Context: an optimization exercise on an open-source flow, tuned for small area and a short achievable clock period. The choices shown serve that exercise and are no tape-out recipe. Where RTL was checked, it was by simulation tests only, not by an equivalence proof against the original. Power is estimated from default activity; no workload was simulated.

== before ==
## axi_slave
module axi_slave #(
    parameter AXI_ID_WD   = 2,
    parameter AXI_DATA_WD = 32,
    parameter AXI_ADDR_WD = 32,
    parameter AXI_STRB_WD = 4
    )(
    input                      S_AXI_ACLK,
    input                      S_AXI_ARESETN,
    input  [AXI_ADDR_WD-1 : 0] S_AXI_AWADDR,
    input  [AXI_ID_WD-1   : 0] S_AXI_AWID,
    input  [1 : 0]             S_AXI_AWBURST,
    input  [2 : 0]             S_AXI_AWSIZE,
    input  [7 : 0]             S_AXI_AWLEN,
    input                      S_AXI_AWVALID,
    output                     S_AXI_AWREADY,
    input  [AXI_DATA_WD-1 : 0] S_AXI_WDATA,
    input  [AXI_STRB_WD-1 : 0] S_AXI_WSTRB,
    input                      S_AXI_WLAST,
    input                      S_AXI_WVALID,
    output                     S_AXI_WREADY,
    output [AXI_ID_WD-1   : 0] S_AXI_BID,
    output [1 : 0]             S_AXI_BRESP,
    output                     S_AXI_BVALID,
    input                      S_AXI_BREADY,
    input  [AXI_ADDR_WD-1 : 0] S_AXI_ARADDR,
    input  [AXI_ID_WD-1   : 0] S_AXI_ARID,
    input  [1 : 0]             S_AXI_ARBURST,
    input  [2 : 0]             S_AXI_ARSIZE,
    input  [7 : 0]             S_AXI_ARLEN,
    input                      S_AXI_ARVALID,
    output                     S_AXI_ARREADY,
    output [AXI_DATA_WD-1 : 0] S_AXI_RDATA,
    output                     S_AXI_RLAST,
    output [AXI_ID_WD-1   : 0] S_AXI_RID,
    output [1 : 0]             S_AXI_RRESP,
    output                     S_AXI_RVALID,
    input                      S_AXI_RREADY
    );
For scale: roughly 5200 cells after synthesis, about 2200 flip-flops, roughly 180 I/O pins, roughly 0.087 mm² of cells after synthesis.
Settings: LEC_CHECK=0, CAP_MARGIN=20, CELL_PAD_IN_SITES_DETAIL_PLACEMENT=2, CELL_PAD_IN_SITES_GLOBAL_PLACEMENT=4, CORE_MARGIN=2, CORE_UTILIZATION=40, CTS_CLUSTER_DIAMETER=70, CTS_CLUSTER_SIZE=24, PLACE_DENSITY=0.6, SETUP_SLACK_MARGIN=5, SLEW_MARGIN=20, SYNTH_HIERARCHICAL=1, SYNTH_MINIMUM_KEEP_SIZE=0, TNS_END_PERCENT=20; clock period 10.0 ns.
standard.sh (not shown) runs the stock make flow with config.mk's settings and CLKGATE_MAP_FILE= SYNTH_SCRIPT=/design/flow/synth_recipe.tcl, a recipe that flattens the netlist after the stock synthesis.
==> flow/flow/run.sh <==
#!/bin/bash
set -euo pipefail
bash standard.sh SETUP_SLACK_MARGIN=6.5 "BUFFER_PORTS_ARGS=-buffer_cell sky130_fd_sc_hd__buf_2" finish > flow_make.log 2>&1
For after, these inputs were changed with respect to before:
diff --git a/flow/design.v b/flow/design.v
--- a/flow/design.v
+++ b/flow/design.v
@@ -81,16 +81,17 @@
     );
     localparam IW = AXI_ID_WD;
     reg            axi_awready;
     reg            axi_wready;
     reg [IW-1 : 0] axi_bid;
     reg            axi_bvalid;
     reg            bvalid_r;
     reg            axi_arready;
+    reg [31 : 0]   axi_rdata;
     reg            axi_rlast;
     reg [IW-1 : 0] axi_rid;
     reg            axi_rvalid;
     reg [7 : 0]    cur_rlen;
     wire awfire = S_AXI_AWVALID && axi_awready;
     wire wfire  = S_AXI_WVALID  && axi_wready;
     wire arfire = S_AXI_ARVALID && axi_arready;
     wire rfire  = axi_rvalid    && S_AXI_RREADY;
@@ -264,21 +265,16 @@
         else if (rfire)
             axi_rlast <= (cur_rlen == 8'd1);
     end
     wire [3 : 0] sh_in, sh_a, sh_n;
     wire [3 : 0] sh = axi_arready ? sh_in : S_AXI_RREADY ? sh_n : sh_a;
     assign sh_in = 4'd1 << S_AXI_ARADDR[1 : 0];
     assign sh_a  = 4'd1 << araddr[1 : 0];
     assign sh_n  = 4'd1 << rnext[1 : 0];
-    reg  [3 : 0]  sh_q;      
-    reg  [31 : 0] rd_q;      
-    always @(posedge S_AXI_ACLK) begin
-        sh_q <= sh;
-    end
     wire [31 : 0] rd_all;
     wire [3 : 0]  hit;
     wire [31 : 0] wdat_all;
     wire [7 : 0] in_p = axi_arready ? 8'd1 << S_AXI_ARADDR[4 : 2] : 8'd0;
     wire [7 : 0] in_q = axi_arready ? 8'd1 << S_AXI_ARADDR[7 : 5] : 8'd0;
     wire sel_a = !axi_arready && !S_AXI_RREADY;
     wire sel_n = !axi_arready && S_AXI_RREADY;
     wire [23 : 0] w_rows;
@@ -316,51 +312,78 @@
             end
             for (j = 0; j < 8; j = j + 1) begin : g_bit
                 wire [63 : 0] col;
                 for (r = 0; r < 64; r = r + 1) begin : g_col
                     assign col[r] = q[r*8 + j];
                 end
                 mux64_oh u_mux (.d(col), .hi(rhi), .lo(rlo), .y(rd_all[b*8 + j]));
             end
-            assign hit[b] = wen && (|(whi & rhi)) && (|(wlo & rlo));
+            wire [5 : 0] wrow_m1 = wrow - 1'b1;
+            wire         c_in    = (S_AXI_ARADDR[1 : 0] > b);
+            wire         eq_in   = (S_AXI_ARADDR[7 : 2] == (c_in ? wrow_m1 : wrow));
+            wire         eq_a    = (arow_b == wrow);
+            wire         eq_n    = (nrow_b == wrow);
+            assign hit[b] = wen && (axi_arready ? eq_in : S_AXI_RREADY ? eq_n : eq_a);
             assign wdat_all[b*8 +: 8] = wdat;
         end
-        for (b = 0; b < 4; b = b + 1) begin : g_bq
-            always @(posedge S_AXI_ACLK) begin
-                rd_q[b*8 +: 8] <= hit[b] ? wdat_all[b*8 +: 8] : rd_all[b*8 +: 8];
-            end
-        end
         for (i = 0; i < 4; i = i + 1) begin : g_lane
             wire [3 : 0] rot;
             for (b = 0; b < 4; b = b + 1) begin : g_rot
-                assign rot[b] = sh_q[(b - i) & 3];
+                assign rot[b] = sh[(b - i) & 3];
             end
+            wire [3 : 0] gm = rot & ~hit;
+            wire [3 : 0] gw = rot & hit;
             for (j = 0; j < 8; j = j + 1) begin : g_bit
-                assign S_AXI_RDATA[i*8 + j] = |(rot & {rd_q[24 + j], rd_q[16 + j], rd_q[8 + j], rd_q[j]});
+                wire wb = |(gw & {wdat_all[24 + j], wdat_all[16 + j], wdat_all[8 + j], wdat_all[j]});
+                wire y;
+                lane_sel u_sel (.g(gm), .d({rd_all[24 + j], rd_all[16 + j], rd_all[8 + j], rd_all[j]}),
+                                .wb_n(!wb), .y(y));
+                always @(posedge S_AXI_ACLK) begin
+                    axi_rdata[i*8 + j] <= y;
+                end
             end
         end
     endgenerate
     assign S_AXI_ARREADY = axi_arready;
     assign S_AXI_RVALID  = axi_rvalid;
+    assign S_AXI_RDATA   = axi_rdata;
     assign S_AXI_RLAST   = axi_rlast;
     assign S_AXI_RID     = axi_rid;
     assign S_AXI_RRESP   = 2'b00;
 endmodule
 module bank_rows (
     input  [7 : 0]  a,
     output [23 : 0] rows
     );
     genvar b;
     generate
         for (b = 0; b < 4; b = b + 1) begin : g_b
             assign rows[b*6 +: 6] = a[7 : 2] + (a[1 : 0] > b);
         end
     endgenerate
 endmodule
+module lane_sel (
+    input  [3 : 0] g,
+    input  [3 : 0] d,
+    input          wb_n,
+    output         y
+    );
+    wire n0, n1;
+    aoi22 u0 (.a(d[1 : 0]), .s(g[1 : 0]), .y(n0));
+    aoi22 u1 (.a(d[3 : 2]), .s(g[3 : 2]), .y(n1));
+    assign y = !(n0 & n1 & wb_n);
+endmodule
+module aoi22 (
+    input  [1 : 0] a,
+    input  [1 : 0] s,
+    output         y
+    );
+    assign y = !((a[0] & s[0]) | (a[1] & s[1]));
+endmodule
 module line_sel #(
     parameter B = 0
     )(
     input  [1 : 0] a_lo,
     input  [7 : 0] p,
     input  [7 : 0] q,
     input          sel_a,
     input  [7 : 0] lo_a,
[summary]
Row post-synthesis cell count: after higher / before lower
From before to after the numbers moved as follows: normalized max-slew margin fell by 9.1 points, count of clock buffers in the final design fell by 18.
after ends up with higher final period utilization than before does.
In after, the cell-internal power came out 1.3% below the value in before.
after reports a higher buffer count from post-CTS setup fixing than before does.
Compared after against before; total power divided by cell area within noise.
Comparing before with after, the area taken by flip-flops and latches came out essentially unchanged.
Area added between synthesis and finish down 4.0 points in after wrt before
Area enclosed by the die boundary went up by a few percent going from before to after.
The global-route usage of after is higher than that of before.
Sequential share of cell area: after < before
Total power delta (before -> after): insignificant
Relative to before, the wire length reported by the detailed router measured on after has increased by a few percent.
No functional check of the RTL was part of after.

* * *

Another version of the RTL of axi_slave (not shown whole).
For scale: ~180 I/O pins, about 0.087 mm^2 of cells after synthesis.
export LEC_CHECK = 0
export CAP_MARGIN = 20
export CELL_PAD_IN_SITES_DETAIL_PLACEMENT = 2
export CELL_PAD_IN_SITES_GLOBAL_PLACEMENT = 4
export CORE_MARGIN = 2
export CORE_UTILIZATION = 40
export CTS_CLUSTER_DIAMETER = 70
export CTS_CLUSTER_SIZE = 24
export PLACE_DENSITY = 0.6
export SETUP_SLACK_MARGIN = 5
export SLEW_MARGIN = 20
export SYNTH_HIERARCHICAL = 1
export SYNTH_MINIMUM_KEEP_SIZE = 0
export TNS_END_PERCENT = 20
create_clock -name core_clock -period 10.0 [get_ports {S_AXI_ACLK}]
Scripts as last shown in full above: flow/flow/run.sh
Then changed:
--- a/flow/design.v
+++ b/flow/design.v
@@ -4,19 +4,21 @@
     input      [7 : 0] i_len,
     output             o_nf,
     output     [1 : 0] o_sz,
     output reg [7 : 0] o_mask
     );
     wire len_ok = (i_len[7 : 4] == 4'd0) && i_len[0] &&
                   (i_len[1] || !i_len[2]) && (i_len[2] || !i_len[3]);
-    wire [3 : 0] p = i_size + i_len[0] + i_len[1] + i_len[2] + i_len[3];
-    integer i;
+    wire [7 : 0] wrap = ({4'd0, i_len[3 : 0]} << i_size) | ~(8'hff << i_size);
     always @(*) begin
-        for (i = 0; i < 8; i = i + 1)
-            o_mask[i] = (i_burst == 2'b10) ? (!len_ok || p > i) : !i_burst[0] ? 1'b1 : !i_burst[1];
+        case (i_burst)
+            2'b10:   o_mask = len_ok ? wrap : 8'hff;
+            2'b11:   o_mask = 8'h00;
+            default: o_mask = 8'hff;
+        endcase
     end
     assign o_nf = (i_burst != 2'b00);
     assign o_sz = i_size[1 : 0];
 endmodule
 module axi_addr (
     input      [7 : 0] i_last_addr,
     input              i_nf,
@@ -269,32 +271,39 @@
     assign sh_a  = 4'd1 << araddr[1 : 0];
     assign sh_n  = 4'd1 << rnext[1 : 0];
     wire [31 : 0] rd_all;
     wire [3 : 0]  hit;
     wire [31 : 0] wdat_all;
     wire [7 : 0] in_p = axi_arready ? 8'd1 << S_AXI_ARADDR[4 : 2] : 8'd0;
     wire [7 : 0] in_q = axi_arready ? 8'd1 << S_AXI_ARADDR[7 : 5] : 8'd0;
+    wire sel_a = !axi_arready && !S_AXI_RREADY;
+    wire sel_n = !axi_arready && S_AXI_RREADY;
     wire [23 : 0] w_rows;
     bank_rows u_wrows (.a(awaddr), .rows(w_rows));
     genvar b, r, j, i;
     generate
         for (b = 0; b < 4; b = b + 1) begin : g_bank
             wire [1 : 0] wl   = b - awaddr[1 : 0];
             wire         wen  = wfire && S_AXI_WSTRB[wl];
             wire [7 : 0] wdat = S_AXI_WDATA[{wl, 3'b000} +: 8];
             wire [5 : 0] wrow  = w_rows[b*6 +: 6];
-            wire [5 : 0] irow  = S_AXI_RREADY ? nrow[b*6 +: 6] : arow[b*6 +: 6];
+            wire [5 : 0] arow_b = arow[b*6 +: 6];
+            wire [5 : 0] nrow_b = nrow[b*6 +: 6];
             wire [7 : 0] whi   = 8'd1 << wrow[5 : 3];
             wire [7 : 0] wlo   = 8'd1 << wrow[2 : 0];
-            wire [7 : 0] hi_r  = axi_arready ? 8'd0 : 8'd1 << irow[5 : 3];
-            wire [7 : 0] lo_r  = axi_arready ? 8'd0 : 8'd1 << irow[2 : 0];
+            wire [7 : 0] hi_a  = 8'd1 << arow_b[5 : 3];
+            wire [7 : 0] lo_a  = 8'd1 << arow_b[2 : 0];
+            wire [7 : 0] hi_n  = 8'd1 << nrow_b[5 : 3];
+            wire [7 : 0] lo_n  = 8'd1 << nrow_b[2 : 0];
             wire [7 : 0] rhi, rlo;
             line_sel #(.B(b)) u_lines (
                 .a_lo(S_AXI_ARADDR[1 : 0]), .p(in_p), .q(in_q),
-                .lo_r(lo_r), .hi_r(hi_r), .lo(rlo), .hi(rhi)
+                .sel_a(sel_a), .lo_a(lo_a), .hi_a(hi_a),
+                .sel_n(sel_n), .lo_n(lo_n), .hi_n(hi_n),
+                .lo(rlo), .hi(rhi)
             );
             wire [511 : 0] q;
             for (r = 0; r < 64; r = r + 1) begin : g_row
                 reg [7 : 0] m;
                 always @(posedge S_AXI_ACLK) begin
                     if (wen && whi[r / 8] && wlo[r % 8])
                         m <= wdat;
@@ -367,25 +376,29 @@
 endmodule
 module line_sel #(
     parameter B = 0
     )(
     input  [1 : 0] a_lo,
     input  [7 : 0] p,
     input  [7 : 0] q,
-    input  [7 : 0] lo_r,
-    input  [7 : 0] hi_r,
+    input          sel_a,
+    input  [7 : 0] lo_a,
+    input  [7 : 0] hi_a,
+    input          sel_n,
+    input  [7 : 0] lo_n,
+    input  [7 : 0] hi_n,
     output [7 : 0] lo,
     output [7 : 0] hi
     );
     wire c     = (a_lo > B);
     wire carry = c && p[7];
     wire [7 : 0] lo_in = c     ? {p[6 : 0], p[7]} : p;
     wire [7 : 0] hi_in = carry ? {q[6 : 0], q[7]} : q;
-    assign lo = lo_in | lo_r;
-    assign hi = hi_in | hi_r;
+    assign lo = lo_in | (lo_a & {8{sel_a}}) | (lo_n & {8{sel_n}});
+    assign hi = hi_in | (hi_a & {8{sel_a}}) | (hi_n & {8{sel_n}});
 endmodule
 module mux64_oh (
     input  [63 : 0] d,
     input  [7 : 0]  hi,
     input  [7 : 0]  lo,
     output          y
     );
What happened:
- core utilization falls by 0.78 points
- synthesized cell count falls by 0.73%
- routed wire length climbs by 1.7%
- total power came out higher by 0.85%
- cell area shrinks by 0.41%
- worst hold slack degrades by 0.0097 ns
- global-route usage stays flat
- clock skew stays flat
- sequential cell count does not change
- cell count is lower by 0.71%
- worst setup slack gains 0.25 ns
No functional check of the RTL was part of any run of this note.

[port drivers added, routing unchanged]
The flow's constraints put no driver on any port. The routed layouts listed below were extracted and timed again, unchanged, in two steps.
Step 1 assumes that a clkbuf_16 drives the clock port and a buf_2 every other input.
Step 2 moves the port delays by t, midway between the first and last clock arrival at a register: inputs arrive t later, outputs are due t later. That takes back most of the time a late clock gives input paths.
Slacks: ideal / step 1 / step 2; pairs: ideal / step 1.
| run | t (ns) | setup slack, ns | hold slack, ns | worst setup path after step 2 | worst register clock-pin slew, ns |
|---|---|---|---|---|---|
| before | 0.907 | 5.846 / 5.780 / 4.872 | 0.431 / 0.431 / 0.431 | input to register | 0.10 / 0.10 |
| after | 0.914 | 5.609 / 5.604 / 4.689 | 0.435 / 0.435 / 0.435 | input to register | 0.11 / 0.11 |
| the first run of note 2 | 0.930 | 5.390 / 5.430 / 4.500 | 0.433 / 0.433 / 0.433 | input to register | 0.11 / 0.11 |
| the second run of note 2 | 0.907 | 5.641 / 5.677 / 4.770 | 0.423 / 0.423 / 0.423 | input to register | 0.11 / 0.11 |
After both steps every run listed still meets setup and hold. For before, which loses most, drivers alone change the setup slack by -0.066 ns; drivers and shift together by -0.974 ns.
